What follows belongs to an exercise in optimizing a design on an open flow for small area, a short achievable clock period and few clock cycles per item; a production flow would make more cautious choices.
In this exercise RTL edits were held to simulation tests only and were not proved equivalent to the original.
No activity file was given, so power comes from the tool's default toggle rates.

==> design/flow/design.v <==
module tab0_0(input [3:0] a, output [13:0] c);
  localparam [15:0] Tc0 = 16'h0116;
  assign c[0] = Tc0[a];
  localparam [15:0] Tc1 = 16'h0116;
  assign c[1] = Tc1[a];
  localparam [15:0] Tc2 = 16'h6880;
  assign c[2] = Tc2[a];
  localparam [15:0] Tc3 = 16'h7ee8;
  assign c[3] = Tc3[a];
  localparam [15:0] Tc4 = 16'he996;
  assign c[4] = Tc4[a];
  localparam [15:0] Tc5 = 16'h7ee8;
  assign c[5] = Tc5[a];
  localparam [15:0] Tc6 = 16'he996;
  assign c[6] = Tc6[a];
  localparam [15:0] Tc7 = 16'h177e;
  assign c[7] = Tc7[a];
  localparam [15:0] Tc8 = 16'h9668;
  assign c[8] = Tc8[a];
  localparam [15:0] Tc9 = 16'h8116;
  assign c[9] = Tc9[a];
  localparam [15:0] Tc10 = 16'h1668;
  assign c[10] = Tc10[a];
  localparam [15:0] Tc11 = 16'he880;
  assign c[11] = Tc11[a];
  localparam [15:0] Tc12 = 16'h0000;
  assign c[12] = Tc12[a];
  localparam [15:0] Tc13 = 16'h0000;
  assign c[13] = Tc13[a];
endmodule
module tab0_1(input [3:0] a, output [13:0] c);
  localparam [15:0] Tc0 = 16'h381c;
  assign c[0] = Tc0[a];
  localparam [15:0] Tc1 = 16'h65ba;
  assign c[1] = Tc1[a];
  localparam [15:0] Tc2 = 16'h20ba;
  assign c[2] = Tc2[a];
  localparam [15:0] Tc3 = 16'h1c86;
  assign c[3] = Tc3[a];
  localparam [15:0] Tc4 = 16'h5924;
  assign c[4] = Tc4[a];
  localparam [15:0] Tc5 = 16'h5d04;
  assign c[5] = Tc5[a];
  localparam [15:0] Tc6 = 16'h08ae;
  assign c[6] = Tc6[a];
  localparam [15:0] Tc7 = 16'h6138;
  assign c[7] = Tc7[a];
  localparam [15:0] Tc8 = 16'h7130;
  assign c[8] = Tc8[a];
  localparam [15:0] Tc9 = 16'h4d0c;
  assign c[9] = Tc9[a];
  localparam [15:0] Tc10 = 16'h18a6;
  assign c[10] = Tc10[a];
  localparam [15:0] Tc11 = 16'h08ae;
  assign c[11] = Tc11[a];
  localparam [15:0] Tc12 = 16'h08ae;
  assign c[12] = Tc12[a];
  localparam [15:0] Tc13 = 16'h08ae;
  assign c[13] = Tc13[a];
endmodule
module tab0_2(input [3:0] a, output [13:0] c);
  localparam [15:0] Tc0 = 16'h6996;
  assign c[0] = Tc0[a];
  localparam [15:0] Tc1 = 16'h2902;
  assign c[1] = Tc1[a];
  localparam [15:0] Tc2 = 16'h4094;
  assign c[2] = Tc2[a];
  localparam [15:0] Tc3 = 16'h42d4;
  assign c[3] = Tc3[a];
  localparam [15:0] Tc4 = 16'h2942;
  assign c[4] = Tc4[a];
  localparam [15:0] Tc5 = 16'h4294;
  assign c[5] = Tc5[a];
  localparam [15:0] Tc6 = 16'h2942;
  assign c[6] = Tc6[a];
  localparam [15:0] Tc7 = 16'h2b02;
  assign c[7] = Tc7[a];
  localparam [15:0] Tc8 = 16'h4294;
  assign c[8] = Tc8[a];
  localparam [15:0] Tc9 = 16'h2942;
  assign c[9] = Tc9[a];
  localparam [15:0] Tc10 = 16'h4294;
  assign c[10] = Tc10[a];
  localparam [15:0] Tc11 = 16'h40d4;
  assign c[11] = Tc11[a];
  localparam [15:0] Tc12 = 16'h40d4;
  assign c[12] = Tc12[a];
  localparam [15:0] Tc13 = 16'h40d4;
  assign c[13] = Tc13[a];
endmodule
module tab0_3(input [3:0] a, output [13:0] c);
  localparam [15:0] Tc0 = 16'h45a2;
  assign c[0] = Tc0[a];
  localparam [15:0] Tc1 = 16'h793c;
  assign c[1] = Tc1[a];
  localparam [15:0] Tc2 = 16'h7130;
  assign c[2] = Tc2[a];
  localparam [15:0] Tc3 = 16'h249a;
  assign c[3] = Tc3[a];
  localparam [15:0] Tc4 = 16'h1c86;
  assign c[4] = Tc4[a];
  localparam [15:0] Tc5 = 16'h0c8e;
  assign c[5] = Tc5[a];
  localparam [15:0] Tc6 = 16'h30b2;
  assign c[6] = Tc6[a];
  localparam [15:0] Tc7 = 16'h5924;
  assign c[7] = Tc7[a];
  localparam [15:0] Tc8 = 16'h5d04;
  assign c[8] = Tc8[a];
  localparam [15:0] Tc9 = 16'h08ae;
  assign c[9] = Tc9[a];
  localparam [15:0] Tc10 = 16'h3492;
  assign c[10] = Tc10[a];
  localparam [15:0] Tc11 = 16'h30b2;
  assign c[11] = Tc11[a];
  localparam [15:0] Tc12 = 16'h30b2;
  assign c[12] = Tc12[a];
  localparam [15:0] Tc13 = 16'h30b2;
  assign c[13] = Tc13[a];
endmodule
module tab2_0(input [3:0] a, output [13:0] c);
  localparam [15:0] Tc0 = 16'h3432;
  assign c[0] = Tc0[a];
  localparam [15:0] Tc1 = 16'h3032;
  assign c[1] = Tc1[a];
  localparam [15:0] Tc2 = 16'h3fc2;
  assign c[2] = Tc2[a];
  localparam [15:0] Tc3 = 16'h5964;
  assign c[3] = Tc3[a];
  localparam [15:0] Tc4 = 16'h52b4;
  assign c[4] = Tc4[a];
  localparam [15:0] Tc5 = 16'h5f04;
  assign c[5] = Tc5[a];
  localparam [15:0] Tc6 = 16'hc992;
  assign c[6] = Tc6[a];
  localparam [15:0] Tc7 = 16'h0b42;
  assign c[7] = Tc7[a];
  localparam [15:0] Tc8 = 16'h5158;
  assign c[8] = Tc8[a];
  localparam [15:0] Tc9 = 16'h9d9c;
  assign c[9] = Tc9[a];
  localparam [15:0] Tc10 = 16'h1ee0;
  assign c[10] = Tc10[a];
  localparam [15:0] Tc11 = 16'he000;
  assign c[11] = Tc11[a];
  localparam [15:0] Tc12 = 16'h0000;
  assign c[12] = Tc12[a];
  localparam [15:0] Tc13 = 16'h0000;
  assign c[13] = Tc13[a];
endmodule
module tab2_1(input [3:0] a, output [13:0] c);
  localparam [15:0] Tc0 = 16'h0ff0;
  assign c[0] = Tc0[a];
  localparam [15:0] Tc1 = 16'h0f00;
  assign c[1] = Tc1[a];
  localparam [15:0] Tc2 = 16'h3ccc;
  assign c[2] = Tc2[a];
  localparam [15:0] Tc3 = 16'h9a5a;
  assign c[3] = Tc3[a];
  localparam [15:0] Tc4 = 16'h239c;
  assign c[4] = Tc4[a];
  localparam [15:0] Tc5 = 16'hcc10;
  assign c[5] = Tc5[a];
  localparam [15:0] Tc6 = 16'ha54a;
  assign c[6] = Tc6[a];
  localparam [15:0] Tc7 = 16'h500a;
  assign c[7] = Tc7[a];
  localparam [15:0] Tc8 = 16'h0ffa;
  assign c[8] = Tc8[a];
  localparam [15:0] Tc9 = 16'h5550;
  assign c[9] = Tc9[a];
  localparam [15:0] Tc10 = 16'hcc36;
  assign c[10] = Tc10[a];
  localparam [15:0] Tc11 = 16'hccfe;
  assign c[11] = Tc11[a];
  localparam [15:0] Tc12 = 16'hccfe;
  assign c[12] = Tc12[a];
  localparam [15:0] Tc13 = 16'hccfe;
  assign c[13] = Tc13[a];
endmodule
module tab2_2(input [3:0] a, output [13:0] c);
  localparam [15:0] Tc0 = 16'h6666;
  assign c[0] = Tc0[a];
  localparam [15:0] Tc1 = 16'heeee;
  assign c[1] = Tc1[a];
  localparam [15:0] Tc2 = 16'hb4b4;
  assign c[2] = Tc2[a];
  localparam [15:0] Tc3 = 16'h37c8;
  assign c[3] = Tc3[a];
  localparam [15:0] Tc4 = 16'h6d5a;
  assign c[4] = Tc4[a];
  localparam [15:0] Tc5 = 16'h85a0;
  assign c[5] = Tc5[a];
  localparam [15:0] Tc6 = 16'h9c66;
  assign c[6] = Tc6[a];
  localparam [15:0] Tc7 = 16'h2644;
  assign c[7] = Tc7[a];
  localparam [15:0] Tc8 = 16'h6222;
  assign c[8] = Tc8[a];
  localparam [15:0] Tc9 = 16'hdd22;
  assign c[9] = Tc9[a];
  localparam [15:0] Tc10 = 16'h5a78;
  assign c[10] = Tc10[a];
  localparam [15:0] Tc11 = 16'h5070;
  assign c[11] = Tc11[a];
  localparam [15:0] Tc12 = 16'h5070;
  assign c[12] = Tc12[a];
  localparam [15:0] Tc13 = 16'h5070;
  assign c[13] = Tc13[a];
endmodule
module tab2_3(input [3:0] a, output [13:0] c);
  localparam [15:0] Tc0 = 16'h33cc;
  assign c[0] = Tc0[a];
  localparam [15:0] Tc1 = 16'hffcc;
  assign c[1] = Tc1[a];
  localparam [15:0] Tc2 = 16'h99aa;
  assign c[2] = Tc2[a];
  localparam [15:0] Tc3 = 16'h1ef0;
  assign c[3] = Tc3[a];
  localparam [15:0] Tc4 = 16'h8666;
  assign c[4] = Tc4[a];
  localparam [15:0] Tc5 = 16'he888;
  assign c[5] = Tc5[a];
  localparam [15:0] Tc6 = 16'hc33c;
  assign c[6] = Tc6[a];
  localparam [15:0] Tc7 = 16'hf330;
  assign c[7] = Tc7[a];
  localparam [15:0] Tc8 = 16'hc0fc;
  assign c[8] = Tc8[a];
  localparam [15:0] Tc9 = 16'h300c;
  assign c[9] = Tc9[a];
  localparam [15:0] Tc10 = 16'h969a;
  assign c[10] = Tc10[a];
  localparam [15:0] Tc11 = 16'hb2ba;
  assign c[11] = Tc11[a];
  localparam [15:0] Tc12 = 16'hb2ba;
  assign c[12] = Tc12[a];
  localparam [15:0] Tc13 = 16'hb2ba;
  assign c[13] = Tc13[a];
endmodule
module tab1_0(input [7:0] a, output [13:0] h, output [13:0] l);
  localparam [15:0] Th0 = 16'h6996;
  assign h[0] = Th0[a[7:4]];
  localparam [15:0] Th1 = 16'h177e;
  assign h[1] = Th1[a[7:4]];
  localparam [15:0] Th2 = 16'hf00e;
  assign h[2] = Th2[a[7:4]];
  localparam [15:0] Th3 = 16'h9968;
  assign h[3] = Th3[a[7:4]];
  localparam [15:0] Th4 = 16'h4bda;
  assign h[4] = Th4[a[7:4]];
  localparam [15:0] Th5 = 16'ha1a0;
  assign h[5] = Th5[a[7:4]];
  localparam [15:0] Th6 = 16'hf1f0;
  assign h[6] = Th6[a[7:4]];
  localparam [15:0] Th7 = 16'h3d3c;
  assign h[7] = Th7[a[7:4]];
  localparam [15:0] Th8 = 16'h5756;
  assign h[8] = Th8[a[7:4]];
  localparam [15:0] Th9 = 16'hfffe;
  assign h[9] = Th9[a[7:4]];
  localparam [15:0] Th10 = 16'h9668;
  assign h[10] = Th10[a[7:4]];
  localparam [15:0] Th11 = 16'he880;
  assign h[11] = Th11[a[7:4]];
  localparam [15:0] Th12 = 16'h0000;
  assign h[12] = Th12[a[7:4]];
  localparam [15:0] Th13 = 16'h0000;
  assign h[13] = Th13[a[7:4]];
  localparam [15:0] Tl0 = 16'h33cc;
  assign l[0] = Tl0[a[3:0]];
  localparam [15:0] Tl1 = 16'h3cf0;
  assign l[1] = Tl1[a[3:0]];
  localparam [15:0] Tl2 = 16'h6aaa;
  assign l[2] = Tl2[a[3:0]];
  localparam [15:0] Tl3 = 16'hb3cc;
  assign l[3] = Tl3[a[3:0]];
  localparam [15:0] Tl4 = 16'hcc00;
  assign l[4] = Tl4[a[3:0]];
  localparam [15:0] Tl5 = 16'h9696;
  assign l[5] = Tl5[a[3:0]];
  localparam [15:0] Tl6 = 16'hb2b2;
  assign l[6] = Tl6[a[3:0]];
  localparam [15:0] Tl7 = 16'he718;
  assign l[7] = Tl7[a[3:0]];
  localparam [15:0] Tl8 = 16'hc4dc;
  assign l[8] = Tl8[a[3:0]];
  localparam [15:0] Tl9 = 16'h07e0;
  assign l[9] = Tl9[a[3:0]];
  localparam [15:0] Tl10 = 16'hf800;
  assign l[10] = Tl10[a[3:0]];
  localparam [15:0] Tl11 = 16'h0000;
  assign l[11] = Tl11[a[3:0]];
  localparam [15:0] Tl12 = 16'h0000;
  assign l[12] = Tl12[a[3:0]];
  localparam [15:0] Tl13 = 16'h0000;
  assign l[13] = Tl13[a[3:0]];
endmodule
module tab1_1(input [7:0] a, output [13:0] h, output [13:0] l);
  localparam [15:0] Th0 = 16'h9966;
  assign h[0] = Th0[a[7:4]];
  localparam [15:0] Th1 = 16'h1188;
  assign h[1] = Th1[a[7:4]];
  localparam [15:0] Th2 = 16'h4b5a;
  assign h[2] = Th2[a[7:4]];
  localparam [15:0] Th3 = 16'h38c6;
  assign h[3] = Th3[a[7:4]];
  localparam [15:0] Th4 = 16'h6ea8;
  assign h[4] = Th4[a[7:4]];
  localparam [15:0] Th5 = 16'h1696;
  assign h[5] = Th5[a[7:4]];
  localparam [15:0] Th6 = 16'h54d4;
  assign h[6] = Th6[a[7:4]];
  localparam [15:0] Th7 = 16'h5b24;
  assign h[7] = Th7[a[7:4]];
  localparam [15:0] Th8 = 16'h93c8;
  assign h[8] = Th8[a[7:4]];
  localparam [15:0] Th9 = 16'h1300;
  assign h[9] = Th9[a[7:4]];
  localparam [15:0] Th10 = 16'h8a66;
  assign h[10] = Th10[a[7:4]];
  localparam [15:0] Th11 = 16'h8aee;
  assign h[11] = Th11[a[7:4]];
  localparam [15:0] Th12 = 16'h8aee;
  assign h[12] = Th12[a[7:4]];
  localparam [15:0] Th13 = 16'h8aee;
  assign h[13] = Th13[a[7:4]];
  localparam [15:0] Tl0 = 16'hc33c;
  assign l[0] = Tl0[a[3:0]];
  localparam [15:0] Tl1 = 16'h65a6;
  assign l[1] = Tl1[a[3:0]];
  localparam [15:0] Tl2 = 16'h89c8;
  assign l[2] = Tl2[a[3:0]];
  localparam [15:0] Tl3 = 16'hc23c;
  assign l[3] = Tl3[a[3:0]];
  localparam [15:0] Tl4 = 16'hcf0c;
  assign l[4] = Tl4[a[3:0]];
  localparam [15:0] Tl5 = 16'h9aa6;
  assign l[5] = Tl5[a[3:0]];
  localparam [15:0] Tl6 = 16'h75ae;
  assign l[6] = Tl6[a[3:0]];
  localparam [15:0] Tl7 = 16'h0f5e;
  assign l[7] = Tl7[a[3:0]];
  localparam [15:0] Tl8 = 16'hf00e;
  assign l[8] = Tl8[a[3:0]];
  localparam [15:0] Tl9 = 16'ha554;
  assign l[9] = Tl9[a[3:0]];
  localparam [15:0] Tl10 = 16'hc968;
  assign l[10] = Tl10[a[3:0]];
  localparam [15:0] Tl11 = 16'h0180;
  assign l[11] = Tl11[a[3:0]];
  localparam [15:0] Tl12 = 16'h0100;
  assign l[12] = Tl12[a[3:0]];
  localparam [15:0] Tl13 = 16'h0100;
  assign l[13] = Tl13[a[3:0]];
endmodule
module tab1_2(input [7:0] a, output [13:0] h, output [13:0] l);
  localparam [15:0] Th0 = 16'h6996;
  assign h[0] = Th0[a[7:4]];
  localparam [15:0] Th1 = 16'h188e;
  assign h[1] = Th1[a[7:4]];
  localparam [15:0] Th2 = 16'ha224;
  assign h[2] = Th2[a[7:4]];
  localparam [15:0] Th3 = 16'h6992;
  assign h[3] = Th3[a[7:4]];
  localparam [15:0] Th4 = 16'he87e;
  assign h[4] = Th4[a[7:4]];
  localparam [15:0] Th5 = 16'h2432;
  assign h[5] = Th5[a[7:4]];
  localparam [15:0] Th6 = 16'hecfe;
  assign h[6] = Th6[a[7:4]];
  localparam [15:0] Th7 = 16'he30e;
  assign h[7] = Th7[a[7:4]];
  localparam [15:0] Th8 = 16'hdcc2;
  assign h[8] = Th8[a[7:4]];
  localparam [15:0] Th9 = 16'h33ce;
  assign h[9] = Th9[a[7:4]];
  localparam [15:0] Th10 = 16'h5a94;
  assign h[10] = Th10[a[7:4]];
  localparam [15:0] Th11 = 16'h50d4;
  assign h[11] = Th11[a[7:4]];
  localparam [15:0] Th12 = 16'h50d4;
  assign h[12] = Th12[a[7:4]];
  localparam [15:0] Th13 = 16'h50d4;
  assign h[13] = Th13[a[7:4]];
  localparam [15:0] Tl0 = 16'h5a5a;
  assign l[0] = Tl0[a[3:0]];
  localparam [15:0] Tl1 = 16'hc6c6;
  assign l[1] = Tl1[a[3:0]];
  localparam [15:0] Tl2 = 16'h0df2;
  assign l[2] = Tl2[a[3:0]];
  localparam [15:0] Tl3 = 16'h5558;
  assign l[3] = Tl3[a[3:0]];
  localparam [15:0] Tl4 = 16'h0f0a;
  assign l[4] = Tl4[a[3:0]];
  localparam [15:0] Tl5 = 16'h669c;
  assign l[5] = Tl5[a[3:0]];
  localparam [15:0] Tl6 = 16'hb42c;
  assign l[6] = Tl6[a[3:0]];
  localparam [15:0] Tl7 = 16'hfb0c;
  assign l[7] = Tl7[a[3:0]];
  localparam [15:0] Tl8 = 16'h55a6;
  assign l[8] = Tl8[a[3:0]];
  localparam [15:0] Tl9 = 16'h3362;
  assign l[9] = Tl9[a[3:0]];
  localparam [15:0] Tl10 = 16'h6978;
  assign l[10] = Tl10[a[3:0]];
  localparam [15:0] Tl11 = 16'h7170;
  assign l[11] = Tl11[a[3:0]];
  localparam [15:0] Tl12 = 16'h7170;
  assign l[12] = Tl12[a[3:0]];
  localparam [15:0] Tl13 = 16'h7170;
  assign l[13] = Tl13[a[3:0]];
endmodule
module tab1_3(input [7:0] a, output [13:0] h, output [13:0] l);
  localparam [15:0] Th0 = 16'h6996;
  assign h[0] = Th0[a[7:4]];
  localparam [15:0] Th1 = 16'hb224;
  assign h[1] = Th1[a[7:4]];
  localparam [15:0] Th2 = 16'hccc8;
  assign h[2] = Th2[a[7:4]];
  localparam [15:0] Th3 = 16'h6996;
  assign h[3] = Th3[a[7:4]];
  localparam [15:0] Th4 = 16'h188e;
  assign h[4] = Th4[a[7:4]];
  localparam [15:0] Th5 = 16'h077e;
  assign h[5] = Th5[a[7:4]];
  localparam [15:0] Th6 = 16'h00fe;
  assign h[6] = Th6[a[7:4]];
  localparam [15:0] Th7 = 16'haa54;
  assign h[7] = Th7[a[7:4]];
  localparam [15:0] Th8 = 16'h0fa4;
  assign h[8] = Th8[a[7:4]];
  localparam [15:0] Th9 = 16'hf004;
  assign h[9] = Th9[a[7:4]];
  localparam [15:0] Th10 = 16'h9692;
  assign h[10] = Th10[a[7:4]];
  localparam [15:0] Th11 = 16'hb2b2;
  assign h[11] = Th11[a[7:4]];
  localparam [15:0] Th12 = 16'hb2b2;
  assign h[12] = Th12[a[7:4]];
  localparam [15:0] Th13 = 16'hb2b2;
  assign h[13] = Th13[a[7:4]];
  localparam [15:0] Tl0 = 16'h6666;
  assign l[0] = Tl0[a[3:0]];
  localparam [15:0] Tl1 = 16'h11ee;
  assign l[1] = Tl1[a[3:0]];
  localparam [15:0] Tl2 = 16'h5ab4;
  assign l[2] = Tl2[a[3:0]];
  localparam [15:0] Tl3 = 16'h6cc8;
  assign l[3] = Tl3[a[3:0]];
  localparam [15:0] Tl4 = 16'he666;
  assign l[4] = Tl4[a[3:0]];
  localparam [15:0] Tl5 = 16'h4bb4;
  assign l[5] = Tl5[a[3:0]];
  localparam [15:0] Tl6 = 16'h155e;
  assign l[6] = Tl6[a[3:0]];
  localparam [15:0] Tl7 = 16'hc3c2;
  assign l[7] = Tl7[a[3:0]];
  localparam [15:0] Tl8 = 16'hcfce;
  assign l[8] = Tl8[a[3:0]];
  localparam [15:0] Tl9 = 16'hfc02;
  assign l[9] = Tl9[a[3:0]];
  localparam [15:0] Tl10 = 16'h6664;
  assign l[10] = Tl10[a[3:0]];
  localparam [15:0] Tl11 = 16'h4444;
  assign l[11] = Tl11[a[3:0]];
  localparam [15:0] Tl12 = 16'h4444;
  assign l[12] = Tl12[a[3:0]];
  localparam [15:0] Tl13 = 16'h4444;
  assign l[13] = Tl13[a[3:0]];
endmodule
module kfix1(input [3:0] sel, output [12:0] v);
  assign v = ({13{sel[0]}} & 13'd2971) | ({13{sel[1]}} & 13'd7105) | ({13{sel[2]}} & 13'd7529) | ({13{sel[3]}} & 13'd7657);
endmodule
module tab3_0(input [7:0] a, output [13:0] h, output [13:0] l);
  localparam [15:0] Th0 = 16'h0ff0;
  assign h[0] = Th0[a[7:4]];
  localparam [15:0] Th1 = 16'ha5aa;
  assign h[1] = Th1[a[7:4]];
  localparam [15:0] Th2 = 16'h9c66;
  assign h[2] = Th2[a[7:4]];
  localparam [15:0] Th3 = 16'hb0d2;
  assign h[3] = Th3[a[7:4]];
  localparam [15:0] Th4 = 16'hbf02;
  assign h[4] = Th4[a[7:4]];
  localparam [15:0] Th5 = 16'h2664;
  assign h[5] = Th5[a[7:4]];
  localparam [15:0] Th6 = 16'hfb44;
  assign h[6] = Th6[a[7:4]];
  localparam [15:0] Th7 = 16'hc378;
  assign h[7] = Th7[a[7:4]];
  localparam [15:0] Th8 = 16'h0380;
  assign h[8] = Th8[a[7:4]];
  localparam [15:0] Th9 = 16'h595a;
  assign h[9] = Th9[a[7:4]];
  localparam [15:0] Th10 = 16'hf40a;
  assign h[10] = Th10[a[7:4]];
  localparam [15:0] Th11 = 16'h000a;
  assign h[11] = Th11[a[7:4]];
  localparam [15:0] Th12 = 16'h000a;
  assign h[12] = Th12[a[7:4]];
  localparam [15:0] Th13 = 16'h000a;
  assign h[13] = Th13[a[7:4]];
  localparam [15:0] Tl0 = 16'h6996;
  assign l[0] = Tl0[a[3:0]];
  localparam [15:0] Tl1 = 16'hd442;
  assign l[1] = Tl1[a[3:0]];
  localparam [15:0] Tl2 = 16'hf0f2;
  assign l[2] = Tl2[a[3:0]];
  localparam [15:0] Tl3 = 16'h9964;
  assign l[3] = Tl3[a[3:0]];
  localparam [15:0] Tl4 = 16'hbb22;
  assign l[4] = Tl4[a[3:0]];
  localparam [15:0] Tl5 = 16'hdd44;
  assign l[5] = Tl5[a[3:0]];
  localparam [15:0] Tl6 = 16'h77ee;
  assign l[6] = Tl6[a[3:0]];
  localparam [15:0] Tl7 = 16'h00ee;
  assign l[7] = Tl7[a[3:0]];
  localparam [15:0] Tl8 = 16'h6688;
  assign l[8] = Tl8[a[3:0]];
  localparam [15:0] Tl9 = 16'h22aa;
  assign l[9] = Tl9[a[3:0]];
  localparam [15:0] Tl10 = 16'he196;
  assign l[10] = Tl10[a[3:0]];
  localparam [15:0] Tl11 = 16'h1f7e;
  assign l[11] = Tl11[a[3:0]];
  localparam [15:0] Tl12 = 16'hfffe;
  assign l[12] = Tl12[a[3:0]];
  localparam [15:0] Tl13 = 16'hfffe;
  assign l[13] = Tl13[a[3:0]];
endmodule
module tab3_1(input [7:0] a, output [13:0] h, output [13:0] l);
  localparam [15:0] Th0 = 16'h33cc;
  assign h[0] = Th0[a[7:4]];
  localparam [15:0] Th1 = 16'hc3f0;
  assign h[1] = Th1[a[7:4]];
  localparam [15:0] Th2 = 16'h9596;
  assign h[2] = Th2[a[7:4]];
  localparam [15:0] Th3 = 16'h2ad4;
  assign h[3] = Th3[a[7:4]];
  localparam [15:0] Th4 = 16'h3318;
  assign h[4] = Th4[a[7:4]];
  localparam [15:0] Th5 = 16'h5a86;
  assign h[5] = Th5[a[7:4]];
  localparam [15:0] Th6 = 16'hc642;
  assign h[6] = Th6[a[7:4]];
  localparam [15:0] Th7 = 16'ha8a8;
  assign h[7] = Th7[a[7:4]];
  localparam [15:0] Th8 = 16'hff00;
  assign h[8] = Th8[a[7:4]];
  localparam [15:0] Th9 = 16'h0ff0;
  assign h[9] = Th9[a[7:4]];
  localparam [15:0] Th10 = 16'hcc3c;
  assign h[10] = Th10[a[7:4]];
  localparam [15:0] Th11 = 16'hccfc;
  assign h[11] = Th11[a[7:4]];
  localparam [15:0] Th12 = 16'hccfc;
  assign h[12] = Th12[a[7:4]];
  localparam [15:0] Th13 = 16'hccfc;
  assign h[13] = Th13[a[7:4]];
  localparam [15:0] Tl0 = 16'h6996;
  assign l[0] = Tl0[a[3:0]];
  localparam [15:0] Tl1 = 16'h2b42;
  assign l[1] = Tl1[a[3:0]];
  localparam [15:0] Tl2 = 16'hd402;
  assign l[2] = Tl2[a[3:0]];
  localparam [15:0] Tl3 = 16'h6994;
  assign l[3] = Tl3[a[3:0]];
  localparam [15:0] Tl4 = 16'he78e;
  assign l[4] = Tl4[a[3:0]];
  localparam [15:0] Tl5 = 16'h1f7e;
  assign l[5] = Tl5[a[3:0]];
  localparam [15:0] Tl6 = 16'h0f0e;
  assign l[6] = Tl6[a[3:0]];
  localparam [15:0] Tl7 = 16'h6968;
  assign l[7] = Tl7[a[3:0]];
  localparam [15:0] Tl8 = 16'hdbda;
  assign l[8] = Tl8[a[3:0]];
  localparam [15:0] Tl9 = 16'ha1a0;
  assign l[9] = Tl9[a[3:0]];
  localparam [15:0] Tl10 = 16'h9866;
  assign l[10] = Tl10[a[3:0]];
  localparam [15:0] Tl11 = 16'h88ee;
  assign l[11] = Tl11[a[3:0]];
  localparam [15:0] Tl12 = 16'h88ee;
  assign l[12] = Tl12[a[3:0]];
  localparam [15:0] Tl13 = 16'h88ee;
  assign l[13] = Tl13[a[3:0]];
endmodule
module tab3_2(input [7:0] a, output [13:0] h, output [13:0] l);
  localparam [15:0] Th0 = 16'h9696;
  assign h[0] = Th0[a[7:4]];
  localparam [15:0] Th1 = 16'h17e8;
  assign h[1] = Th1[a[7:4]];
  localparam [15:0] Th2 = 16'h18f0;
  assign h[2] = Th2[a[7:4]];
  localparam [15:0] Th3 = 16'h8666;
  assign h[3] = Th3[a[7:4]];
  localparam [15:0] Th4 = 16'he888;
  assign h[4] = Th4[a[7:4]];
  localparam [15:0] Th5 = 16'h55aa;
  assign h[5] = Th5[a[7:4]];
  localparam [15:0] Th6 = 16'h5500;
  assign h[6] = Th6[a[7:4]];
  localparam [15:0] Th7 = 16'h99cc;
  assign h[7] = Th7[a[7:4]];
  localparam [15:0] Th8 = 16'hbbaa;
  assign h[8] = Th8[a[7:4]];
  localparam [15:0] Th9 = 16'h22cc;
  assign h[9] = Th9[a[7:4]];
  localparam [15:0] Th10 = 16'h3cf0;
  assign h[10] = Th10[a[7:4]];
  localparam [15:0] Th11 = 16'h30f0;
  assign h[11] = Th11[a[7:4]];
  localparam [15:0] Th12 = 16'h30f0;
  assign h[12] = Th12[a[7:4]];
  localparam [15:0] Th13 = 16'h30f0;
  assign h[13] = Th13[a[7:4]];
  localparam [15:0] Tl0 = 16'ha55a;
  assign l[0] = Tl0[a[3:0]];
  localparam [15:0] Tl1 = 16'h0a50;
  assign l[1] = Tl1[a[3:0]];
  localparam [15:0] Tl2 = 16'h339c;
  assign l[2] = Tl2[a[3:0]];
  localparam [15:0] Tl3 = 16'h694a;
  assign l[3] = Tl3[a[3:0]];
  localparam [15:0] Tl4 = 16'h24fa;
  assign l[4] = Tl4[a[3:0]];
  localparam [15:0] Tl5 = 16'he3c6;
  assign l[5] = Tl5[a[3:0]];
  localparam [15:0] Tl6 = 16'h10ce;
  assign l[6] = Tl6[a[3:0]];
  localparam [15:0] Tl7 = 16'h66a8;
  assign l[7] = Tl7[a[3:0]];
  localparam [15:0] Tl8 = 16'h78f0;
  assign l[8] = Tl8[a[3:0]];
  localparam [15:0] Tl9 = 16'h70f0;
  assign l[9] = Tl9[a[3:0]];
  localparam [15:0] Tl10 = 16'hd5aa;
  assign l[10] = Tl10[a[3:0]];
  localparam [15:0] Tl11 = 16'hffaa;
  assign l[11] = Tl11[a[3:0]];
  localparam [15:0] Tl12 = 16'hffaa;
  assign l[12] = Tl12[a[3:0]];
  localparam [15:0] Tl13 = 16'hffaa;
  assign l[13] = Tl13[a[3:0]];
endmodule
module tab3_3(input [7:0] a, output [13:0] h, output [13:0] l);
  localparam [15:0] Th0 = 16'h5a5a;
  assign h[0] = Th0[a[7:4]];
  localparam [15:0] Th1 = 16'h3636;
  assign h[1] = Th1[a[7:4]];
  localparam [15:0] Th2 = 16'hcd32;
  assign h[2] = Th2[a[7:4]];
  localparam [15:0] Th3 = 16'h5a68;
  assign h[3] = Th3[a[7:4]];
  localparam [15:0] Th4 = 16'hfada;
  assign h[4] = Th4[a[7:4]];
  localparam [15:0] Th5 = 16'h39c6;
  assign h[5] = Th5[a[7:4]];
  localparam [15:0] Th6 = 16'h073e;
  assign h[6] = Th6[a[7:4]];
  localparam [15:0] Th7 = 16'haa54;
  assign h[7] = Th7[a[7:4]];
  localparam [15:0] Th8 = 16'h5a0e;
  assign h[8] = Th8[a[7:4]];
  localparam [15:0] Th9 = 16'h9c98;
  assign h[9] = Th9[a[7:4]];
  localparam [15:0] Th10 = 16'hbaba;
  assign h[10] = Th10[a[7:4]];
  localparam [15:0] Th11 = 16'hbaba;
  assign h[11] = Th11[a[7:4]];
  localparam [15:0] Th12 = 16'hbaba;
  assign h[12] = Th12[a[7:4]];
  localparam [15:0] Th13 = 16'hbaba;
  assign h[13] = Th13[a[7:4]];
  localparam [15:0] Tl0 = 16'h6996;
  assign l[0] = Tl0[a[3:0]];
  localparam [15:0] Tl1 = 16'h4d24;
  assign l[1] = Tl1[a[3:0]];
  localparam [15:0] Tl2 = 16'h2b62;
  assign l[2] = Tl2[a[3:0]];
  localparam [15:0] Tl3 = 16'h8e78;
  assign l[3] = Tl3[a[3:0]];
  localparam [15:0] Tl4 = 16'h33bc;
  assign l[4] = Tl4[a[3:0]];
  localparam [15:0] Tl5 = 16'hcc30;
  assign l[5] = Tl5[a[3:0]];
  localparam [15:0] Tl6 = 16'hccfc;
  assign l[6] = Tl6[a[3:0]];
  localparam [15:0] Tl7 = 16'h3c0c;
  assign l[7] = Tl7[a[3:0]];
  localparam [15:0] Tl8 = 16'hf30c;
  assign l[8] = Tl8[a[3:0]];
  localparam [15:0] Tl9 = 16'hff0c;
  assign l[9] = Tl9[a[3:0]];
  localparam [15:0] Tl10 = 16'h969a;
  assign l[10] = Tl10[a[3:0]];
  localparam [15:0] Tl11 = 16'hb2ba;
  assign l[11] = Tl11[a[3:0]];
  localparam [15:0] Tl12 = 16'hb2ba;
  assign l[12] = Tl12[a[3:0]];
  localparam [15:0] Tl13 = 16'hb2ba;
  assign l[13] = Tl13[a[3:0]];
endmodule
module kfix3(input [3:0] sel, output [12:0] v);
  assign v = ({13{sel[0]}} & 13'd1763) | ({13{sel[1]}} & 13'd805) | ({13{sel[2]}} & 13'd581) | ({13{sel[3]}} & 13'd515);
endmodule
`timescale 1ns / 1ps
module add_up(
    input [14:0] in,
    output [17:0] out1,output [17:0] out2,
    output [17:0] out4,output [17:0] out3,
    input clk,
    input rst,
    input in_valid,
    output in_ready,
    output out_valid
    );
assign in_ready = 1'b1;
reg  [3:0]  cnt;         
reg         dir;         
reg         pact;        
reg  [3:0]  pj;          
wire        take  = in_valid & ~rst;
wire        shift = take | (pact & (cnt == 4'd0));    
wire        pv    = shift & pact;                     
always @(posedge clk) begin
    if (rst) begin
        cnt <= 4'd0; pj <= 4'd0; dir <= 1'b0; pact <= 1'b0;
    end else begin
        if (pv) begin
            pj <= pj + 4'd1;
            if (pj == 4'd15) pact <= 1'b0;
        end
        if (take) begin
            cnt <= cnt + 4'd1;
            if (cnt == 4'd15) begin
                dir <= ~dir; pact <= 1'b1; pj <= 4'd0;
            end
        end
    end
end
wire [15:0] p;           
dct_array ua(.clk(clk), .shift(shift), .dir(dir), .smp(in), .p(p));
wire [3:0] x0b, x2b;     
wire [7:0] db;           
dct_serial us(.clk(clk), .pv(pv), .first(pj == 4'd0), .p(p), .x0b(x0b), .x2b(x2b), .db(db));
wire [3:0] a0 = {x0b[0], x0b[1], x0b[2], x0b[3]};      
wire [3:0] a2 = {x2b[0], x2b[1], x2b[2], x2b[3]};
wire [7:0] a1 = {db[0], db[1], db[2], db[3], db[4], db[5], db[6], db[7]};
reg  [7:0] XO [0:3];     
reg  [7:0] XE [0:3];     
reg  [4:0] V;            
reg  [3:0] J [0:4];      
integer i;
always @(posedge clk) begin
    XO[0] <= (pj == 4'd15) ? ~a1 : a1; XE[0] <= {a0, a2}; J[0] <= pj;
    for (i = 1; i < 4; i = i + 1) begin XO[i] <= XO[i - 1]; XE[i] <= XE[i - 1]; end
    for (i = 1; i < 5; i = i + 1) J[i] <= J[i - 1];
    if (rst) V <= 5'd0;
    else     V <= {V[3:0], pv};
end
wire [12:0] res [0:15];  
reg  [3:0]  fin;         
genvar k;
generate
    for (k = 0; k < 4; k = k + 1) begin : grp
        wire [13:0] c0w, c2w, h1, l1, h3, l3;
        reg  [13:0] c0, c1, c2, c3;
        reg         first, ns, last;
        wire [14:0] mask;
        if (k == 0) begin : t0
            tab0_0 u0(XE[0][7:4], c0w); tab1_0 u1(XO[0], h1, l1);
            tab2_0 u2(XE[0][3:0], c2w); tab3_0 u3(XO[0], h3, l3);
        end else if (k == 1) begin : t1
            tab0_1 u0(XE[1][7:4], c0w); tab1_1 u1(XO[1], h1, l1);
            tab2_1 u2(XE[1][3:0], c2w); tab3_1 u3(XO[1], h3, l3);
        end else if (k == 2) begin : t2
            tab0_2 u0(XE[2][7:4], c0w); tab1_2 u1(XO[2], h1, l1);
            tab2_2 u2(XE[2][3:0], c2w); tab3_2 u3(XO[2], h3, l3);
        end else begin : t3
            tab0_3 u0(XE[3][7:4], c0w); tab1_3 u1(XO[3], h1, l1);
            tab2_3 u2(XE[3][3:0], c2w); tab3_3 u3(XO[3], h3, l3);
        end
        genvar b;
        for (b = 0; b < 13; b = b + 1) begin : mk
            assign mask[b] = (J[k + 1] >= 15 - b);
        end
        assign mask[13] = 1'b1;
        assign mask[14] = (J[k + 1] != 4'd0);
        always @(posedge clk) begin
            c0    <= c0w;
            c1    <= h1 + l1;
            c2    <= c2w;
            c3    <= h3 + l3;
            first <= (J[k] == 4'd0);
            ns    <= (J[k] == 4'd1) | (J[k] == 4'd2);
            last  <= (J[k] == 4'd15);
            if (rst) fin[k] <= 1'b0;
            else     fin[k] <= V[k + 1] & last;
        end
        dct_acc r0(.clk(clk), .v(V[k + 1]), .first(first), .ns(ns), .neg(last), .mask(mask), .c(c0),  .res(res[4 * k + 0]));
        dct_acc r1(.clk(clk), .v(V[k + 1]), .first(first), .ns(ns), .neg(1'b0), .mask(mask), .c(c1),  .res(res[4 * k + 1]));
        dct_acc r2(.clk(clk), .v(V[k + 1]), .first(first), .ns(ns), .neg(last), .mask(mask), .c(c2),  .res(res[4 * k + 2]));
        dct_acc r3(.clk(clk), .v(V[k + 1]), .first(first), .ns(ns), .neg(1'b0), .mask(mask), .c(c3),  .res(res[4 * k + 3]));
    end
endgenerate
wire [12:0] kf1, kf3;
kfix1 uk1(fin, kf1);
kfix3 uk3(fin, kf3);
wire [12:0] r0 = ({13{fin[0]}} & res[0])  | ({13{fin[1]}} & res[4])  | ({13{fin[2]}} & res[8])  | ({13{fin[3]}} & res[12]);
wire [12:0] r1 = ({13{fin[0]}} & res[1])  | ({13{fin[1]}} & res[5])  | ({13{fin[2]}} & res[9])  | ({13{fin[3]}} & res[13]);
wire [12:0] r2 = ({13{fin[0]}} & res[2])  | ({13{fin[1]}} & res[6])  | ({13{fin[2]}} & res[10]) | ({13{fin[3]}} & res[14]);
wire [12:0] r3 = ({13{fin[0]}} & res[3])  | ({13{fin[1]}} & res[7])  | ({13{fin[2]}} & res[11]) | ({13{fin[3]}} & res[15]);
reg [12:0] o1, o2, o3, o4;
reg        ov;
always @(posedge clk) begin
    if (rst) ov <= 1'b0;
    else     ov <= |fin;
    o1 <= r0;
    o2 <= r1 + kf1;
    o3 <= r2;
    o4 <= r3 + kf3;
end
assign out_valid = ov;
assign out1 = {o1, 5'd0};
assign out2 = {o2, 5'd0};
assign out3 = {o3, 5'd0};
assign out4 = {o4, 5'd0};
endmodule
module dct_array(
    input clk, input shift, input dir, input [14:0] smp,
    output [15:0] p
    );
reg  [15:0] M [0:15];
wire [15:0] inb;
genvar r, c;
generate
    for (c = 0; c < 16; c = c + 1) begin : ib
        if (c == 0) begin : z
            assign inb[c] = 1'b0;
        end else begin : b
            assign inb[c] = smp[15 - c];
        end
    end
    for (r = 0; r < 16; r = r + 1) begin : row
        for (c = 0; c < 16; c = c + 1) begin : col
            localparam P = (r + c) % 2;
            wire dn = (r == 0) ? inb[c] ^ P : ~M[(r == 0) ? 0 : r - 1][c];
            wire rt = (c == 0) ? inb[r] ^ P : ~M[r][(c == 0) ? 0 : c - 1];
            always @(posedge clk)
                if (shift) M[r][c] <= dir ? rt : dn;
        end
    end
    for (c = 0; c < 16; c = c + 1) begin : pl
        localparam P = c % 2;            
        assign p[c] = (dir ? M[15 - c][15] : M[15][15 - c]) ^ P;
    end
endgenerate
endmodule
module dct_serial(
    input clk, input pv, input first, input [15:0] p,
    output [3:0] x0b, output [3:0] x2b, output [7:0] db
    );
reg  [7:0] cs, cd;
reg  [3:0] c0, c2;
wire [7:0] sb;
wire [7:0] cs_in = first ? 8'h00 : cs;
wire [7:0] cd_in = first ? 8'hff : cd;
wire [3:0] c0_in = first ? 4'h0 : c0;
wire [3:0] c2_in = first ? 4'hf : c2;
wire [7:0] ncs, ncd;
wire [3:0] nc0, nc2;
genvar m;
generate
    for (m = 0; m < 8; m = m + 1) begin : sa
        wire a = p[m], b = p[15 - m];
        assign sb[m]  = a ^ b ^ cs_in[m];
        assign ncs[m] = (a & b) | (a & cs_in[m]) | (b & cs_in[m]);
        assign db[m]  = a ^ ~b ^ cd_in[m];
        assign ncd[m] = (a & ~b) | (a & cd_in[m]) | (~b & cd_in[m]);
    end
    for (m = 0; m < 4; m = m + 1) begin : sb2
        wire a = sb[m], b = sb[7 - m];
        assign x0b[m] = a ^ b ^ c0_in[m];
        assign nc0[m] = (a & b) | (a & c0_in[m]) | (b & c0_in[m]);
        assign x2b[m] = a ^ ~b ^ c2_in[m];
        assign nc2[m] = (a & ~b) | (a & c2_in[m]) | (~b & c2_in[m]);
    end
endgenerate
always @(posedge clk)
    if (pv) begin
        cs <= ncs; cd <= ncd; c0 <= nc0; c2 <= nc2;
    end
endmodule
module dct_base(input [14:0] R, input ns, output [14:0] base);
assign base = {ns & R[14], ns ? R[13] : R[14], ~ns & R[13], R[12:1]};
endmodule
module dct_acc(
    input clk, input v, input first, input ns, input neg, input [14:0] mask,
    input [13:0] c, output [12:0] res
    );
reg  [14:0] R;
wire [14:0] base, sum;
dct_base bs(R, ns, base);
wire [14:0] op = {1'b0, ~c[13], c[12:0] ^ {13{neg}}};
dct_add15 ad(.a(base), .b(op), .s(sum));
always @(posedge clk)
    if (v) R <= {sum[14] & mask[14], first ? ~c[13] : sum[13], sum[12:0] & mask[12:0]};
assign res = R[12:0];
endmodule
module dct_add15(input [14:0] a, input [14:0] b, output [14:0] s);
assign s = a + b;
endmodule
==> design/flow/flow/run.sh <==
#!/bin/bash
# Standard layout, repair of the worst paths aiming at a 3 ns period, plain buffers on the ports.
set -o pipefail
bash standard.sh SETUP_SLACK_MARGIN=6 TNS_END_PERCENT=5 "BUFFER_PORTS_ARGS=-buffer_cell sky130_fd_sc_hd__buf_2" finish > standard.log 2>&1
==> design/flow/standard.sh <==
#!/bin/bash
# synth_recipe.tcl (not shown) runs the flow's synth.tcl, then flattens the netlist and writes it again
# the make line also repeats each setting of config.mk as NAME=value (left out here)
make -C /OpenROAD-flow-scripts/flow DESIGN_CONFIG=/design/flow/config.mk WORK_HOME=/design/flow/orfs CLKGATE_MAP_FILE= SYNTH_SCRIPT=/design/flow/synth_recipe.tcl "${@:-finish}"
==> design/flow/config.mk <==
export PLATFORM = sky130hd
export DESIGN_NAME = add_up
export DESIGN_NICKNAME = add_up
export VERILOG_FILES = /design/flow/design.v
export SDC_FILE = /design/flow/constraint.sdc
export NUM_CORES = 8
export LEC_CHECK = 0
export ABC_CLOCK_PERIOD_IN_PS = 3500
export CAP_MARGIN = 20
export CORE_MARGIN = 2
export CORE_UTILIZATION = 40
export CTS_BUF_LIST = sky130_fd_sc_hd__clkbuf_8
export SETUP_SLACK_MARGIN = 5
export SLEW_MARGIN = 20
==> design/flow/constraint.sdc <==
create_clock -name core_clock -period 9.0 [get_ports {clk}]
set_input_delay 1.8000 -clock core_clock [delete_from_list [all_inputs] [get_ports {clk}]]
set_output_delay 1.8000 -clock core_clock [all_outputs]
set_load 0.01 [all_outputs]
==> summary.txt, run 1 <==
status -> complete, no violations
Initial DRC Count -> 2874
Ys Warns -> 11
Clock Skews -> 0.0452 ns
I/O pin cnt -> 92
first-pass GRT wire length -> 198 mm
Worst-Margin Slew -> 1.11 ns
synthesized area -> 0.0515 mm^2
Worst Hold Class -> register to register
routability-driven placement congestion ratio -> 0.906
post-synthesis cell count -> 4945
main area contributors after synthesis -> edfxtp_1 (30%), dfxtp_1 (14%), ha_1 (12%)
initial antenna violation count -> 4
vias post-DR -> 37300
DRC viols -> 0
largest area contributor in the netlist -> edfxtp_1
critical path arrival -> 1.37 ns
share of the synthesized area in the top cell type -> 30.2%
largest family of logic cells by synthesized area -> compound AO/OA/AOI/OAI gates
Max Root-Sink Buffers -> 3
commonest register cell after synthesis -> edfxtp_1
mux cell area share after synthesis -> 7.21%
CP Max Fanout -> 1
Final ANT Viol Nets -> 0
CP startpoint kind -> register
FF+latch area -> 0.0229 mm^2
number of synthesized flops with an enable pin -> 519
Die Wd -> 363 um
CTS tree -> done
Cell Rows -> 131
GRT overflow -> 0
pwr/cell area -> 226 mW/mm^2
final wirelength -> 130 mm
multi-input combinational cell area -> 0.0276 mm^2
Crit Path Class -> register to primary output
Layout Area Growth over Synthesis -> 12.7%
clock sink count -> 880
CTS root buf -> clkbuf_8
mean number of vias per cell -> 5.41
sequential area share after synthesis -> 44.3%
layout filler cell count -> 11900
hold_buf cts -> 0
post-layout net count -> 5653
Slew headroom -> 25.2%
post-DP HPWL -> 93.4 mm
layout cells sized above 1 -> 12.0%
full die area -> 0.132 mm^2
WHS -> 0.382 ns
maximum vdd drop -> 0.177 mV
DRT Pass-1 Iters -> 6
CP bufs+invs -> 1
WL/cell -> 18.8 um
critical path, cell by cell -> buf_2
Yosys cell types -> 78
Crit. End Element -> primary output
kind of cell adding the most delay to the critical path -> flip-flops
Max Transition Viols Final -> 0
synthesis-stage register bit count -> 880
worst endpoint required time -> 7.20 ns
pin count of the biggest net entering global routing -> 211
Synth Area in Simple Gates -> 10.8%
Synth Area in Compound Gates -> 14.8%
ys async rst share -> 0%
count leader, synth -> edfxtp_1
Syn Area/Cell -> 10.4 um^2
Core Box Area -> 0.128 mm^2
Adder-Cell Fraction of Synth Area -> 13.5%
Fin Setup TNS -> 0 ns
Total Routing Usage GR -> 19.2%
CP max-delay cell -> dfxtp_1
RSZ-0062 raised after global routing -> true
CTS Buf Count -> 152
worst-skew pair later-pin latency -> 0.89 ns
Clock transition at path regs -> 0.07 ns
post-synthesis xor/xnor area fraction -> 6.10%
vias in the first global route -> 35400
final worst-path cycle share -> 35.3%
port bufs -> 70
FMAX -> 315 MHz
Fin. Hold Viols -> 0
slowest stage delay, CP -> 0.36 ns
Initial Util -> 40.4%
CTS H-Tree Depth -> 4
Max Cap Viol -> 0
die span in y -> 363 um
Post-synth top cells -> edfxtp_1 (519), ha_1 (477), nor2_1 (410), dfxtp_1 (361), mux2i_1 (315)
Final min period -> 3.17 ns
final setup fails -> 0
Pleak -> 23.1 nW
==> metrics by stage <==
| stage | utilization [%] | setup WS [ns] | total power (W) | area (um^2) | std cells |
|---|---|---|---|---|---|
| after floorplan | - | 1.40 | 0.00836 | 51700 | 4964 |
| after global placement | 41.9 | 4.86 | 0.00925 | 53500 | 6536 |
| after detailed placement | 41.9 | 4.82 | 0.00931 | 53500 | 6537 |
| after CTS | 45.0 | 5.74 | 0.0131 | 57500 | 6858 |
| after global routing | 45.5 | 5.72 | 0.0139 | 58100 | 6896 |
| final | 45.5 | 5.83 | 0.0131 | 58100 | 6898 |
==> what timing repair did <==
| action | CTS | global route |
|---|---|---|
| endpoints found under the setup margin | 545 | 534 |
| gates resized for setup | 159 | 66 |
| gates cloned | 1 | 2 |
| setup buffers | 43 | 33 |
| pin swaps | 15 | 14 |
==> sequential cells by signal, indices dropped and copies added, names as in the netlist, 20 cells and up <==
name and flops:
grp.c3 53, grp.c2 48, J 20, XO 32, grp.r2.R 60, grp.c1 53
ua.M 255, grp.c0 39, grp.r3.R 60, grp.r1.R 60, grp.r0.R 60, XE 32
==> cell families (layout without fill, tap and decap cells) <==
group,after synthesis,in the layout
AO/OA/AOI/OAI,1189,1189
XOR/XNOR,359,359
adder cells (fa/ha/maj),527,527
buffers and inverters,429,696
flip-flops,880,880
multiplexers,361,361
other,2,26
AND/OR/NAND/NOR,1198,1198
==> cells in the final DEF, fill, tap and decap left out, drive strengths merged, types with 23 or more instances in the layout <==
cell type | synthesis | routed
clkinv | 4 | 37
nand2 | 308 | 308
mux2i | 315 | 315
a211oi | 80 | 80
nor2 | 410 | 410
and3 | 35 | 35
or2 | 23 | 23
clkbuf | 123 | 183
a21o | 116 | 116
edfxtp | 519 | 519
nand3 | 56 | 56
o21bai | 35 | 35
nor2b | 78 | 78
o21ai | 270 | 270
fa | 50 | 50
o31ai | 23 | 23
buf | 63 | 173
nor3 | 111 | 111
dfxtp | 361 | 361
a21oi | 312 | 312
and2 | 45 | 45
ha | 477 | 477
nand2b | 51 | 51
a31oi | 27 | 27
xor2 | 201 | 201
xnor2 | 158 | 158
a22oi | 106 | 106
mux2 | 42 | 42
o21a | 62 | 62
inv | 239 | 284
==> final cells by class <==
class	count	share of cell area [%]
multi-input combinational	3655	47.5
sequential	880	39.5
tap	1662	3.58
antenna	5	0.0215
timing repair buffer	176	2.36
clock inverter	96	1.05
clock buffer	181	4.29
inverter	243	1.65
==> final timing paths <==
check | from | to | slack [ns] | depth (start not counted)
hold reg to reg | J[0][3] | J[1][3] | 0.38 | 0
setup reg to reg | dir | XE[0][4] | 5.89 | 6
hold / removal | J[0][3] | J[1][3] | 0.38 | 0
setup / recovery | o4[12] | out4[17] | 5.83 | 1
==> power breakdown <==
group	leakage (nW)	internal, W	total, W	switching (W)
clock	1.78	0.00196	0.00370	0.00174
sequential	7.50	0.00467	0.00506	0.000385
combinational	13.8	0.00195	0.00435	0.00240
total	23.1	0.00858	0.0131	0.00453
==> routing by layer <==
layer	up-vias	track usage (%)	routed length, um
li1	18300	-	-
met1	17900	25.6	58200
met2	920	31.5	61000
met3	223	2.76	6190
met4	0	7.22	4280
met5	-	0	0
Testbench counts, summed over its fixed seeds: cycles 5,304, blocks 320.
==> run 2, diff against run 1 <==
--- a/design/flow/config.mk
+++ b/design/flow/config.mk
@@ -10,4 +10,3 @@
 export CORE_MARGIN = 2
-export CORE_UTILIZATION = 40
-export CTS_BUF_LIST = sky130_fd_sc_hd__clkbuf_8
+export CORE_UTILIZATION = 55
 export SETUP_SLACK_MARGIN = 5
==> run 2 against run 1 <==
  * Still clean on timing, DRC and antenna
  * Wire length rose by 2.8%
  * Worst setup slack improved by 0.096 ns
  * Clock skew fell by 0.014 ns
  * Non-clock buffer count rose by 45
  * Synthesized area unchanged
  * Global-route usage up 7.8 points
  * Clock power up 12%
  * Sequential cell count is the same
  * Critical path type is now input pin to register
==> summary.txt, run 2 <==
kind of cell adding the most delay to the critical path -> buffers and inverters (was flip-flops)
reg2reg end -> grp[0].c1[12] (was XE[0][4])
Pleak -> 23.2 nW (was 23.1 nW)
CP startpoint kind -> input pin (was register)
Synth Area in Simple Gates -> 10.8% (unchanged)
Largest register FFs -> 255 (unchanged)
vias post-DR -> 37100 (was 37300)
initial antenna violation count -> 2 (was 4)
first-pass GRT wire length -> 200 mm (was 198 mm)
port bufs -> 70 (unchanged)
CTS Buf Count -> 98 (was 152)
status -> complete, no violations (unchanged)
most frequent cells in the layout -> edfxtp_1 (519), ha_1 (454), nor2_1 (403), dfxtp_1 (315), mux2i_1 (315) (was edfxtp_1 (519), ha_1 (463), nor2_1 (408), dfxtp_1 (316), mux2i_1 (314))
CTS H-Tree Depth -> 3 (was 4)
Crit Path Class -> input pin to register (was register to primary output)
reg2reg start -> XO[0][5] (was dir)
largest family of logic cells by synthesized area -> compound AO/OA/AOI/OAI gates (unchanged)
CTS root buf -> clkbuf_16 (was clkbuf_8)
WL/cell -> 20.7 um (was 18.8 um)
layout cells sized above 1 -> 12.9% (was 12.0%)
Core Box Area -> 0.0930 mm^2 (was 0.128 mm^2)
final worst-path cycle share -> 34.2% (was 35.3%)
Slew headroom -> 18.9% (was 25.2%)
Reg with most FFs -> ua.M (unchanged)
CP Max Fanout -> 161 (was 1)
Fin. Hold Viols -> 0 (unchanged)
Max Root-Sink Buffers -> 3 (unchanged)
count leader, synth -> edfxtp_1 (unchanged)
Hold EP -> J[1][3] (unchanged)
Total Routing Usage GR -> 27.0% (was 19.2%)
clock sink count -> 880 (unchanged)
critical path arrival -> 3.40 ns (was 1.37 ns)
number of synthesized flops with an enable pin -> 519 (unchanged)
share of the synthesized area in the top cell type -> 30.2% (unchanged)
Adder-Cell Fraction of Synth Area -> 13.5% (unchanged)
Fin Setup TNS -> 0 ns (unchanged)
Worst Hold Class -> register to register (unchanged)
vias in the first global route -> 35000 (was 35400)
Post-synth top cells -> edfxtp_1 (519), ha_1 (477), nor2_1 (410), dfxtp_1 (361), mux2i_1 (315) (unchanged)
synthesis-stage register bit count -> 880 (unchanged)
met3 usage -> 3.13% (was 2.76%)
Max Transition Viols Final -> 0 (unchanged)
Initial Util -> 55.4% (was 40.4%)
Max Cap Viol -> 0 (unchanged)
worst endpoint required time -> 9.32 ns (was 7.20 ns)
die span in y -> 310 um (was 363 um)
min-delay src -> J[0][3] (unchanged)
commonest register cell after synthesis -> edfxtp_1 (unchanged)
hold path cells -> 0 (unchanged)
post-synthesis xor/xnor area fraction -> 6.10% (unchanged)
GRT overflow -> 0 (unchanged)
critical path, cell by cell -> buf_2 > o32ai_4 > buf_4 > buf_12 (was buf_2)
Worst-Margin Slew -> 1.22 ns (was 1.11 ns)
pin count of the biggest net entering global routing -> 162 (was 211)
met1 usage in global routing -> 35.0% (was 25.6%)
pwr/cell area -> 234 mW/mm^2 (was 226 mW/mm^2)
cell count along the critical path -> 4 (was 1)
GRT busiest layer -> met2 (unchanged)
post-layout net count -> 5644 (was 5653)
full die area -> 0.0962 mm^2 (was 0.132 mm^2)
routability-driven placement congestion ratio -> 0.909 (was 0.906)
Worst R2R Path Depth -> 13 (was 6)
R2R setup slack -> 5.95 ns (was 5.89 ns)
routing usage on met2 -> 46.7% (was 31.5%)
RSZ-0062 raised after global routing -> true (unchanged)
Clock Skews -> 0.0312 ns (was 0.0452 ns)
Ys Warns -> 11 (unchanged)
mean number of vias per cell -> 5.76 (was 5.41)
CP max-delay cell -> buf_12 (was dfxtp_1)
I/O pin cnt -> 92 (unchanged)
commonest non-fill, non-tap cell in the layout -> edfxtp_1 (unchanged)
CP bufs+invs -> 3 (was 1)
Syn Area/Cell -> 10.4 um^2 (unchanged)
final setup fails -> 0 (unchanged)
post-synthesis cell count -> 4945 (unchanged)
CTS tree -> done (unchanged)
maximum vdd drop -> 0.161 mV (was 0.177 mV)
DRT Pass-1 Iters -> 6 (unchanged)
mux cell area share after synthesis -> 7.21% (unchanged)
slowest stage delay, CP -> 0.56 ns (was 0.36 ns)
Final ANT Viol Nets -> 0 (unchanged)
post-route insts no fill -> 6439 (was 6898)
sequential area share after synthesis -> 44.3% (unchanged)
Initial DRC Count -> 2776 (was 2874)
Crit. End Element -> register (was primary output)
Yosys cell types -> 78 (unchanged)
hold_buf cts -> 0 (unchanged)
Clock transition at path regs -> 0.06 ns (was 0.07 ns)
Layout Area Growth over Synthesis -> 13.7% (was 12.7%)
DRC viols -> 0 (unchanged)
ys async rst share -> 0% (unchanged)
final wirelength -> 133 mm (was 130 mm)
Die Wd -> 310 um (was 363 um)
FMAX -> 325 MHz (was 315 MHz)
main area contributors after synthesis -> edfxtp_1 (30%), dfxtp_1 (14%), ha_1 (12%) (unchanged)
worst-skew pair later-pin latency -> 0.70 ns (was 0.89 ns)
placed insts -> 6132 (was 6537)
Cell Rows -> 112 (was 131)
Final min period -> 3.08 ns (was 3.17 ns)
synthesized area -> 0.0515 mm^2 (unchanged)
largest area contributor in the netlist -> edfxtp_1 (unchanged)
post-DP HPWL -> 96.8 mm (was 93.4 mm)
Synth Area in Compound Gates -> 14.8% (unchanged)
[run 2: cell count changes in the layout (fill, tap and decap cells not counted), moves of 7 or more]
cell       before  now
ha_4            8   15
ha_1          463  454
clkbuf_8      181   15
clkbuf_16       2  107
clkinv_2       19   30
buf_4          86  125
clkbuf_1        0   10
buf_12          6   13
inv_1         271  216
[run 2: worst max path at each step]
stage	endpoint	from	slack, ns
final	ua.M[7][3]	rst	5.92
after CTS	grp[2].r2.R[13]	grp[2].last	5.90
after global routing	grp[1].c3[12]	XO[1][7]	5.83
after floorplan	pj[3]	cnt[1]	1.40
after detailed placement	grp[0].c3[10]	XO[0][6]	4.98
after global placement	grp[0].c3[10]	XO[0][6]	5.05
[run 2: final cells by class]
| cell class | count | area [um^2] |
|---|---|---|
| timing repair buffer | 221 | 1780 |
| sequential | 880 | 22900 |
| inverter | 243 | 982 |
| clock buffer | 128 | 2820 |
| clock inverter | 57 | 574 |
| multi-input combinational | 3655 | 27900 |
| antenna | 1 | 2.50 |
| fill | 7728 | 34500 |
| tap | 1254 | 1570 |
[run 2: report_power, final]
| group | total [W] | internal [W] | switching, W |
|---|---|---|---|
| combinational | 0.00449 | 0.00201 | 0.00247 |
| sequential | 0.00506 | 0.00467 | 0.000391 |
| clock | 0.00416 | 0.00243 | 0.00173 |
[run 2: per-layer routing]
metal | vias up | share of wire [%]
li1 | 18200 | -
met1 | 17700 | 43
met2 | 892 | 49
met3 | 238 | 4.3
met4 | 0 | 3.9
met5 | - | 0
[run 2: repair_timing]
item	CTS	global route
pin swaps	21	61
resized for setup	177	123
buffers inserted	43	73
gates cloned	1	4
endpoints found under the setup margin	426	267
endpoints found under the hold margin	0	0
[run 2: kinds of logic after synthesis]
| kind of cell | count (synthesis) |
|---|---|
| muxes | 361 |
| AOI/OAI and AO/OA | 1189 |
| other | 2 |
| and+or+nand+nor | 1198 |
| DFF | 880 |
| xor gates and xnor gates | 359 |
| buffers and inverters | 429 |
| adders and majority gates | 527 |
[run 2: stage by stage]
step                cell area (um^2)  power [W]  utilization [%]  hold WS (ns)  setup slack (ns)
finish                         58600     0.0137             63.0         0.388              5.92
global route                   58600     0.0145             63.0         0.412              5.83
CTS                            57400     0.0136             61.7         0.385              5.90
detailed placement             53100    0.00933             57.0         0.376              4.98
global placement               53100    0.00931             57.0         0.374              5.05
floorplan                      51700    0.00836                -         0.329              1.40
==> run 3, diff against run 2 <==
--- a/design/flow/config.mk
+++ b/design/flow/config.mk
@@ -10,3 +10,5 @@
 export CORE_MARGIN = 2
-export CORE_UTILIZATION = 55
+export CORE_UTILIZATION = 40
+export CTS_CLUSTER_DIAMETER = 80
+export CTS_CLUSTER_SIZE = 30
 export SETUP_SLACK_MARGIN = 5
==> run 3 against run 2 <==
  * Clock power is 38% lower
  * Register-to-register slack better by 0.03 ns
  * Design area is 2.7% lower
  * Critical path depth is 3 lower
  * Clock skew is 0.023 ns higher
  * Final cell count is 4.4% higher
  * First-iteration DRC count is 3.9% higher
  * Power is 12% lower
  * Worst setup slack worse by 0.0014 ns
  * Sequential cell count stayed put
  * Worst hold slack better by 0.0042 ns
  * Critical endpoint is now out2[13]
  * Largest cell class unchanged
  * Largest power group unchanged
==> summary.txt, run 3 <==
kind of cell adding the most delay to the critical path -> flip-flops (was buffers and inverters)
Layout Area Growth over Synthesis -> 10.6% (was 13.7%)
Clock transition at path regs -> 0.11 ns (was 0.06 ns)
count leader, synth -> edfxtp_1 (unchanged)
commonest non-fill, non-tap cell in the layout -> edfxtp_1 (unchanged)
I/O pin cnt -> 92 (unchanged)
full die area -> 0.132 mm^2 (was 0.0962 mm^2)
Initial DRC Count -> 2884 (was 2776)
Yosys cell types -> 78 (unchanged)
CP Max Fanout -> 1 (was 161)
Core Box Area -> 0.128 mm^2 (was 0.0930 mm^2)
number of synthesized flops with an enable pin -> 519 (unchanged)
final wirelength -> 128 mm (was 133 mm)
Final min period -> 3.08 ns (about the same)
DRT Pass-1 Iters -> 5 (was 6)
hold_buf cts -> 0 (unchanged)
DRC viols -> 0 (unchanged)
placed insts -> 6537 (was 6132)
Max Root-Sink Buffers -> 3 (unchanged)
Worst-Margin Slew -> 1.21 ns (was 1.22 ns)
Fin. Hold Viols -> 0 (unchanged)
Pleak -> 22.2 nW (was 23.2 nW)
pin count of the biggest net entering global routing -> 106 (was 162)
routability-driven placement congestion ratio -> 0.906 (was 0.909)
Largest register FFs -> 255 (unchanged)
multi-input combinational cell area -> 0.0278 mm^2 (was 0.0279 mm^2)
FMAX -> 325 MHz (about the same)
CTS tree -> done (unchanged)
Fin Setup TNS -> 0 ns (unchanged)
Ys Warns -> 11 (unchanged)
die span in y -> 363 um (was 310 um)
clock sink count -> 880 (unchanged)
RSZ-0062 raised after global routing -> true (unchanged)
FF+latch area -> 0.0229 mm^2 (about the same)
CTS root buf -> clkbuf_16 (unchanged)
Max Cap Viol -> 0 (unchanged)
reg2reg start -> XO[0][4] (was XO[0][5])
post-route insts no fill -> 6724 (was 6439)
final setup fails -> 0 (unchanged)
layout filler cell count -> 11900 (was 7728)
main area contributors after synthesis -> edfxtp_1 (30%), dfxtp_1 (14%), ha_1 (12%) (unchanged)
CP max-delay cell -> dfxtp_1 (was buf_12)
most frequent cells in the layout -> edfxtp_1 (519), ha_1 (451), nor2_1 (407), dfxtp_1 (319), mux2i_1 (314) (was edfxtp_1 (519), ha_1 (454), nor2_1 (403), dfxtp_1 (315), mux2i_1 (315))
largest area contributor in the netlist -> edfxtp_1 (unchanged)
worst endpoint required time -> 7.20 ns (was 9.32 ns)
last element of the critical path -> out2[13] (was ua.M[7][3])
post-DP HPWL -> 93.4 mm (was 96.8 mm)
pwr/cell area -> 211 mW/mm^2 (was 234 mW/mm^2)
crit path from -> o2[8] (was rst)
antenna cells -> 0 (was 1)
Die Wd -> 363 um (was 310 um)
reg2reg end -> grp[0].c1[12] (unchanged)
PnR worst setup slack -> 5.92 ns (about the same)
share of the synthesized area in the top cell type -> 30.2% (unchanged)
WL/cell -> 19.0 um (was 20.7 um)
maximum vdd drop -> 0.173 mV (was 0.161 mV)
worst-skew pair later-pin latency -> 0.70 ns (about the same)
GRT overflow -> 0 (unchanged)
Worst R2R Path Depth -> 13 (unchanged)
Total Routing Usage GR -> 18.7% (was 27.0%)
Initial Util -> 40.4% (was 55.4%)
Slew headroom -> 18.7% (was 18.9%)
port bufs -> 70 (unchanged)
Final ANT Viol Nets -> 0 (unchanged)
cell count along the critical path -> 1 (was 4)
commonest register cell after synthesis -> edfxtp_1 (unchanged)
post-synthesis cell count -> 4945 (unchanged)
Cell Rows -> 131 (was 112)
Clock Skews -> 0.0541 ns (was 0.0312 ns)
vias in the first global route -> 34500 (was 35000)
critical path, cell by cell -> buf_2 (was buf_2 > o32ai_4 > buf_4 > buf_12)
vias post-DR -> 36700 (was 37100)
initial antenna violation count -> 2 (unchanged)
Post-synth top cells -> edfxtp_1 (519), ha_1 (477), nor2_1 (410), dfxtp_1 (361), mux2i_1 (315) (unchanged)
first-pass GRT wire length -> 195 mm (was 200 mm)
status -> complete, no violations (unchanged)
CTS H-Tree Depth -> 2 (was 3)
sequential area share after synthesis -> 44.3% (unchanged)
mean number of vias per cell -> 5.46 (was 5.76)
critical path arrival -> 1.28 ns (was 3.40 ns)
final worst-path cycle share -> 34.2% (about the same)
slowest stage delay, CP -> 0.44 ns (was 0.56 ns)
Crit Path Class -> register to primary output (was input pin to register)
CP bufs+invs -> 1 (was 3)
Max Transition Viols Final -> 0 (unchanged)
CP startpoint kind -> register (was input pin)
synthesis-stage register bit count -> 880 (unchanged)
synthesized area -> 0.0515 mm^2 (unchanged)
Worst Hold Class -> register to register (unchanged)
post-layout net count -> 5570 (was 5644)
Reg with most FFs -> ua.M (unchanged)
layout cells sized above 1 -> 10.7% (was 12.9%)
Crit. End Element -> primary output (was register)
Syn Area/Cell -> 10.4 um^2 (unchanged)
R2R setup slack -> 5.98 ns (was 5.95 ns)
worst slack, placed -> 4.82 ns (was 4.98 ns)
ys async rst share -> 0% (unchanged)
CTS Buf Count -> 45 (was 98)
## run 3: changes by cell type in the layout (fill, tap and decap cells not counted), sizes merged
| cell | change |
|---|---|
| clkinvlp | -7 |
| diode | -1 |
| clkbuf | -79 |
| inv | +13 |
| clkinv | -26 |
| bufinv | -7 |
| bufbuf | +1 |
| buf | -17 |
## run 3: final cells by class
type	instances	share of cell area [%]
Tap cell	1662	3.65
Timing Repair Buffer	200	2.75
Clock buffer	54	2.07
Clock inverter	30	0.770
Multi-Input combinational cell	3655	48.8
Inverter	243	1.69
Sequential cell	880	40.2
## run 3: kinds of logic (layout without fill, tap and decap cells)
| kind of cell | Yosys count | in the layout | share of synthesized area [%] |
|---|---|---|---|
| DFF | 880 | 880 | 44.3 |
| other | 2 | 21 | 0.0146 |
| adders and majority gates | 527 | 527 | 13.5 |
| buffers and inverters | 429 | 527 | 3.28 |
| AOI/OAI and AO/OA | 1189 | 1189 | 14.8 |
| muxes | 361 | 361 | 7.21 |
| and+or+nand+nor | 1198 | 1198 | 10.8 |
| xor gates and xnor gates | 359 | 359 | 6.10 |
## run 3: repair_timing
item	in CTS	in global routing
buffers inserted	48	52
gates resized for setup	158	129
setup endpoints to repair	528	513
cloned	2	1
pin swaps	11	42
## run 3: worst min-delay path by stage
| stage | start | endpoint | slack (ns) | depth (start not counted) |
|---|---|---|---|---|
| 5_1_grt | J[0][3] | J[1][3] | 0.40 | 0 |
| 3_5_place_dp | J[0][3] | J[1][3] | 0.38 | 0 |
| 3_3_place_gp | J[0][3] | J[1][3] | 0.37 | 0 |
| 4_1_cts | J[0][3] | J[1][3] | 0.39 | 0 |
| 6_report | J[0][3] | J[1][3] | 0.39 | 0 |
| 2_1_floorplan | J[1][1] | J[2][1] | 0.33 | 0 |
## run 3: power by group
group | leakage (nW) | switching, W | total, W | internal [W]
Combinational | 13.9 | 0.00242 | 0.00440 | 0.00198
Clock | 0.777 | 0.00152 | 0.00257 | 0.00105
Sequential | 7.50 | 0.000381 | 0.00504 | 0.00466
Total | 22.2 | 0.00432 | 0.0120 | 0.00769
## run 3: metrics by stage
| step | power [W] | cell area, um^2 | hold WS, ns | utilization (%) |
|---|---|---|---|---|
| after floorplan | 0.00836 | 51700 | 0.329 | - |
| after global placement | 0.00925 | 53500 | 0.374 | 41.9 |
| after detailed placement | 0.00931 | 53500 | 0.378 | 41.9 |
| after CTS | 0.0120 | 56100 | 0.393 | 43.9 |
| after global routing | 0.0128 | 57000 | 0.403 | 44.7 |
| final | 0.0120 | 57000 | 0.392 | 44.7 |
## run 3: per-layer routing
layer | wire [um] | part of all wire (%) | global-route usage [%]
met1 | 57400 | 45 | 25.6
met2 | 60700 | 48 | 31.5
met3 | 5280 | 4.1 | 1.50
met4 | 4190 | 3.3 | 5.99
met5 | 0 | 0 | 0

## what the ideal ports hide
No port has a modelled driver above. Below, the same layouts with a new extraction and two added sets of constraints.
Step 1: set_driving_cell puts a clkbuf_16 on clk and a buf_2 on each other input, an assumption about the parent block.
Step 2 times the ports against the registers' clock, not the clock port: input delays grow and output delays shrink by t, the midpoint of the rising clock arrivals with the driver on.
Slacks: ideal ports / drivers / drivers and shift; pairs: ideal ports / drivers.
run	t, ns	setup slack, ns
run 1	0.932	5.826 / 5.761 / 5.021
run 2	0.754	5.922 / 5.853 / 5.219
run 3	0.742	5.921 / 5.845 / 5.421
After both steps every run listed still meets setup and hold.
